What follows belongs to an exercise in optimizing a design on an open flow for small area, a short achievable clock period and few clock cycles; a production flow would make more cautious choices. Only simulation tests tie the RTL to the original design; equivalence was not proved.

==> flow/design.v (excerpt) <==
module ALU #(
    parameter DATA_W = 32
)
(
    input                       i_clk,    
    input                       i_rst_n,  
    input                       i_valid,  
    input [DATA_W - 1 : 0]      i_A,      
    input [DATA_W - 1 : 0]      i_B,      
    input [         2 : 0]      i_inst,   
    output [2*DATA_W - 1 : 0]   o_data,   
    output                      o_done    
);
Size in the first run: ~1900 cells after synthesis, roughly 120 flip-flops, about 140 I/O pins, roughly 15000 µm² of cells after synthesis.
export LEC_CHECK = 0
export CAP_MARGIN = 20
export CORE_MARGIN = 2
export CORE_UTILIZATION = 35
export CTS_BUF_LIST = sky130_fd_sc_hd__clkbuf_4 sky130_fd_sc_hd__clkbuf_8
export PLACE_DENSITY = 0.5
export SETUP_SLACK_MARGIN = 3.3
export SLEW_MARGIN = 20
export TNS_END_PERCENT = 20
create_clock -name core_clock -period 8.0 [get_ports {i_clk}]
standard.sh (not shown) runs the stock make flow with config.mk's settings and CLKGATE_MAP_FILE= SYNTH_SCRIPT=/design/flow/synth_recipe.tcl, a recipe that flattens the netlist after the stock synthesis.
==> flow/flow/run.sh <==
#!/bin/bash
set -euo pipefail
export BUFFER_PORTS_ARGS="-buffer_cell sky130_fd_sc_hd__buf_1"
bash standard.sh finish > layout.log 2>&1
The baseline passed the timing, DRC and antenna checks.
Testbench counts at the start, summed over its fixed seeds: cycles 13,895.
Next try:
Settings changed: CORE_UTILIZATION 35 to 45, CTS_BUF_LIST sky130_fd_sc_hd__clkbuf_4 sky130_fd_sc_hd__clkbuf_8 to default, PLACE_DENSITY 0.5 to 0.65, TNS_END_PERCENT 20 to default.
Effect: The new run went through all stages and came out clean; worst hold slack improves by 7.9 ps; area after synthesis is unchanged; utilization came out higher by 12 points; global-route usage came out higher by 5.9 points; worst setup slack degrades by 23 ps; sequential share of layout area came out lower by 0.22 points; die area came out lower by 22%; cell count came out lower by 3.8%; design area came out higher by 1.1%.
Next try:
Settings changed: CORE_UTILIZATION 45 to 35, CTS_BUF_LIST from default to sky130_fd_sc_hd__clkbuf_4 sky130_fd_sc_hd__clkbuf_8, PLACE_DENSITY 0.65 to 0.5, TNS_END_PERCENT from default to 0.
After rerunning: Non-clock buffer count fell by 8. Synthesized area does not change. Clock-buffer cell count rose by 1. Worst hold slack gets worse by 6.7 ps. Sequential share of layout area rose by 0.29 points. Worst setup slack gets worse by 21 ps. First-iteration DRC count fell by about a fifth. Global-route usage fell by 5.9 points.
Next try:
Settings changed: SETUP_SLACK_MARGIN 3.3 to 3.1, TNS_END_PERCENT 0 to default.
After rerunning: Sequential cell count stays the same; cell area rises by about 1.1%; count of clock-buffer cells in the layout is unchanged; cell count rises by about 0.8%; via count hardly moves; routed wire length barely changes; area after synthesis does not change; setup slack gets worse by 130 ps; sequential share of layout area falls by 0.17 points.
Next try:
Settings changed: CORE_UTILIZATION 35 to 30, PLACE_DENSITY 0.5 to 0.42, SETUP_SLACK_MARGIN 3.1 to 3.3.
Result: The new run ran to the end with no violations; fmax went up by 4.2%; hold slack is better by 29 ps; routed wire length went up by 5.5%; die area went up by 16%; design area went up by 2.1%; synthesized area stays the same; via count went down by 0.52%.

---

Starting RTL as in the previous note.
==> flow/config.mk <==
export PLATFORM = sky130hd
export DESIGN_NAME = ALU
export DESIGN_NICKNAME = ALU
export VERILOG_FILES = /design/flow/design.v
export SDC_FILE = /design/flow/constraint.sdc
export NUM_CORES = 4
export LEC_CHECK = 0
export CAP_MARGIN = 20
export CORE_MARGIN = 2
export CORE_UTILIZATION = 35
export CTS_BUF_LIST = sky130_fd_sc_hd__clkbuf_4 sky130_fd_sc_hd__clkbuf_8
export PLACE_DENSITY = 0.5
export SETUP_SLACK_MARGIN = 3.6
export SLEW_MARGIN = 20
export TNS_END_PERCENT = 0
==> flow/constraint.sdc <==
create_clock -name core_clock -period 8.0 [get_ports {i_clk}]
set_input_delay 1.6000 -clock core_clock [delete_from_list [all_inputs] [get_ports {i_clk}]]
set_output_delay 1.6000 -clock core_clock [all_outputs]
set_load 0.01 [all_outputs]
Scripts as last shown in full above: flow/flow/run.sh
Testbench counts at the start, summed over its fixed seeds: cycles 13,895.
Change:
- ABC_AREA: not set -> 1
- SETUP_SLACK_MARGIN: 3.6 -> 3.3
- TNS_END_PERCENT: 0 -> not set
Clock skew stays flat.
Design area went up by 12%.
Global-route usage went up by 3.1 points.
Count of clock-buffer cells in the layout went up by 2.
Maximum frequency went down by 1.6%.
Cell count went up by 48%.
Core utilization went down by 0.78 points.
Setup slack degrades by 0.071 ns.
Wire length went up by 27%.
Change:
==> flow/run.sh (new file) <==
#!/bin/bash
# synth_recipe.tcl (not shown) runs the flow's synth.tcl, then flattens the netlist and writes it again
# the make line also repeats each setting of config.mk as NAME=value (left out here)
make -C /OpenROAD-flow-scripts/flow DESIGN_CONFIG=/design/flow/config.mk WORK_HOME=/design/flow/orfs CLKGATE_MAP_FILE= SYNTH_SCRIPT=/design/flow/synth_recipe.tcl finish
- ABC_AREA: 1 -> not set
- CTS_BUF_LIST: sky130_fd_sc_hd__clkbuf_4 sky130_fd_sc_hd__clkbuf_8 -> not set
removed: flow/flow/run.sh
removed: flow/standard.sh
Routed wire length went down by about a fifth.
Utilization rose by 2.8 points.
Count of clock-buffer cells in the layout shrinks by 1.
Fmax decreases slightly.
Non-clock buffer count climbs by 7.
Final area went down by a few percent.
Global-route usage went down by 3.0 points.
Final cell count shrinks by a quarter to a third.
Via count went down by a quarter to a third.
Worst setup slack gets worse by 0.072 ns.
Change:
==> flow/flow/run.sh (new file) <==
#!/bin/bash
set -euo pipefail
export BUFFER_PORTS_ARGS="-buffer_cell sky130_fd_sc_hd__buf_1"
bash standard.sh finish > layout.log 2>&1
==> flow/standard.sh (new file) <==
#!/bin/bash
# synth_recipe.tcl (not shown) runs the flow's synth.tcl, then flattens the netlist and writes it again
# the make line also repeats each setting of config.mk as NAME=value (left out here)
make -C /OpenROAD-flow-scripts/flow DESIGN_CONFIG=/design/flow/config.mk WORK_HOME=/design/flow/orfs CLKGATE_MAP_FILE= SYNTH_SCRIPT=/design/flow/synth_recipe.tcl "${@:-finish}"
- CTS_BUF_LIST: not set -> sky130_fd_sc_hd__clkbuf_4 sky130_fd_sc_hd__clkbuf_8
removed: flow/run.sh
After rerunning:
- wire length hardly moves
- clock-buffer cell count decreases by 1
- setup slack improves by 0.045 ns
- first-iteration DRC count drops by 9.1%
- global-route usage is about the same
- clock skew rose by 0.019 ns

what the ideal ports hide:
The flow's constraints put no driver on any port. The routed layouts listed below were extracted and timed again, unchanged, in two steps. Step 1: set_driving_cell puts a clkbuf_16 on i_clk and a buf_2 on each other input, an assumption about the parent block. Step 2 also shifts input and output timing later by t, the mid clock arrival at the registers, as if the neighbouring blocks saw the same clock. Three values: ideal ports, drivers, drivers and shift; two values: the first two.
| run | shift t [ns] | setup slack, ns | hold slack, ns | clock arrival spread, ns |
|---|---|---|---|---|
| the first run of note 1 | 0.534 | 3.404 / 3.404 / 3.176 | 0.437 / 0.437 / 0.437 | 0.033 / 0.034 |
| the second run of note 1 | 0.486 | 3.381 / 3.397 / 2.923 | 0.445 / 0.445 / 0.445 | 0.008 / 0.009 |
| the third run of note 1 | 0.532 | 3.360 / 3.360 / 3.141 | 0.438 / 0.438 / 0.438 | 0.032 / 0.033 |
| the fourth run of note 1 | 0.506 | 3.234 / 3.234 / 3.205 | 0.432 / 0.432 / 0.432 | 0.023 / 0.023 |
| the fifth run of note 1 | 0.545 | 3.424 / 3.424 / 3.072 | 0.460 / 0.460 / 0.460 | 0.030 / 0.030 |
| the first run of note 2 | 0.525 | 3.515 / 3.515 / 3.173 | 0.456 / 0.456 / 0.456 | 0.028 / 0.028 |
| the second run of note 2 | 0.543 | 3.444 / 3.390 / 3.161 | 0.531 / 0.531 / 0.531 | 0.026 / 0.026 |
| the third run of note 2 | 0.492 | 3.372 / 3.405 / 2.913 | 0.432 / 0.432 / 0.432 | 0.016 / 0.016 |
| the fourth run of note 2 | 0.540 | 3.417 / 3.417 / 3.199 | 0.437 / 0.437 / 0.437 | 0.035 / 0.035 |
After both steps setup and hold are still met in every run listed. For the third run of note 2, which loses most, drivers alone change the setup slack by +0.033 ns; drivers and shift together by -0.459 ns.
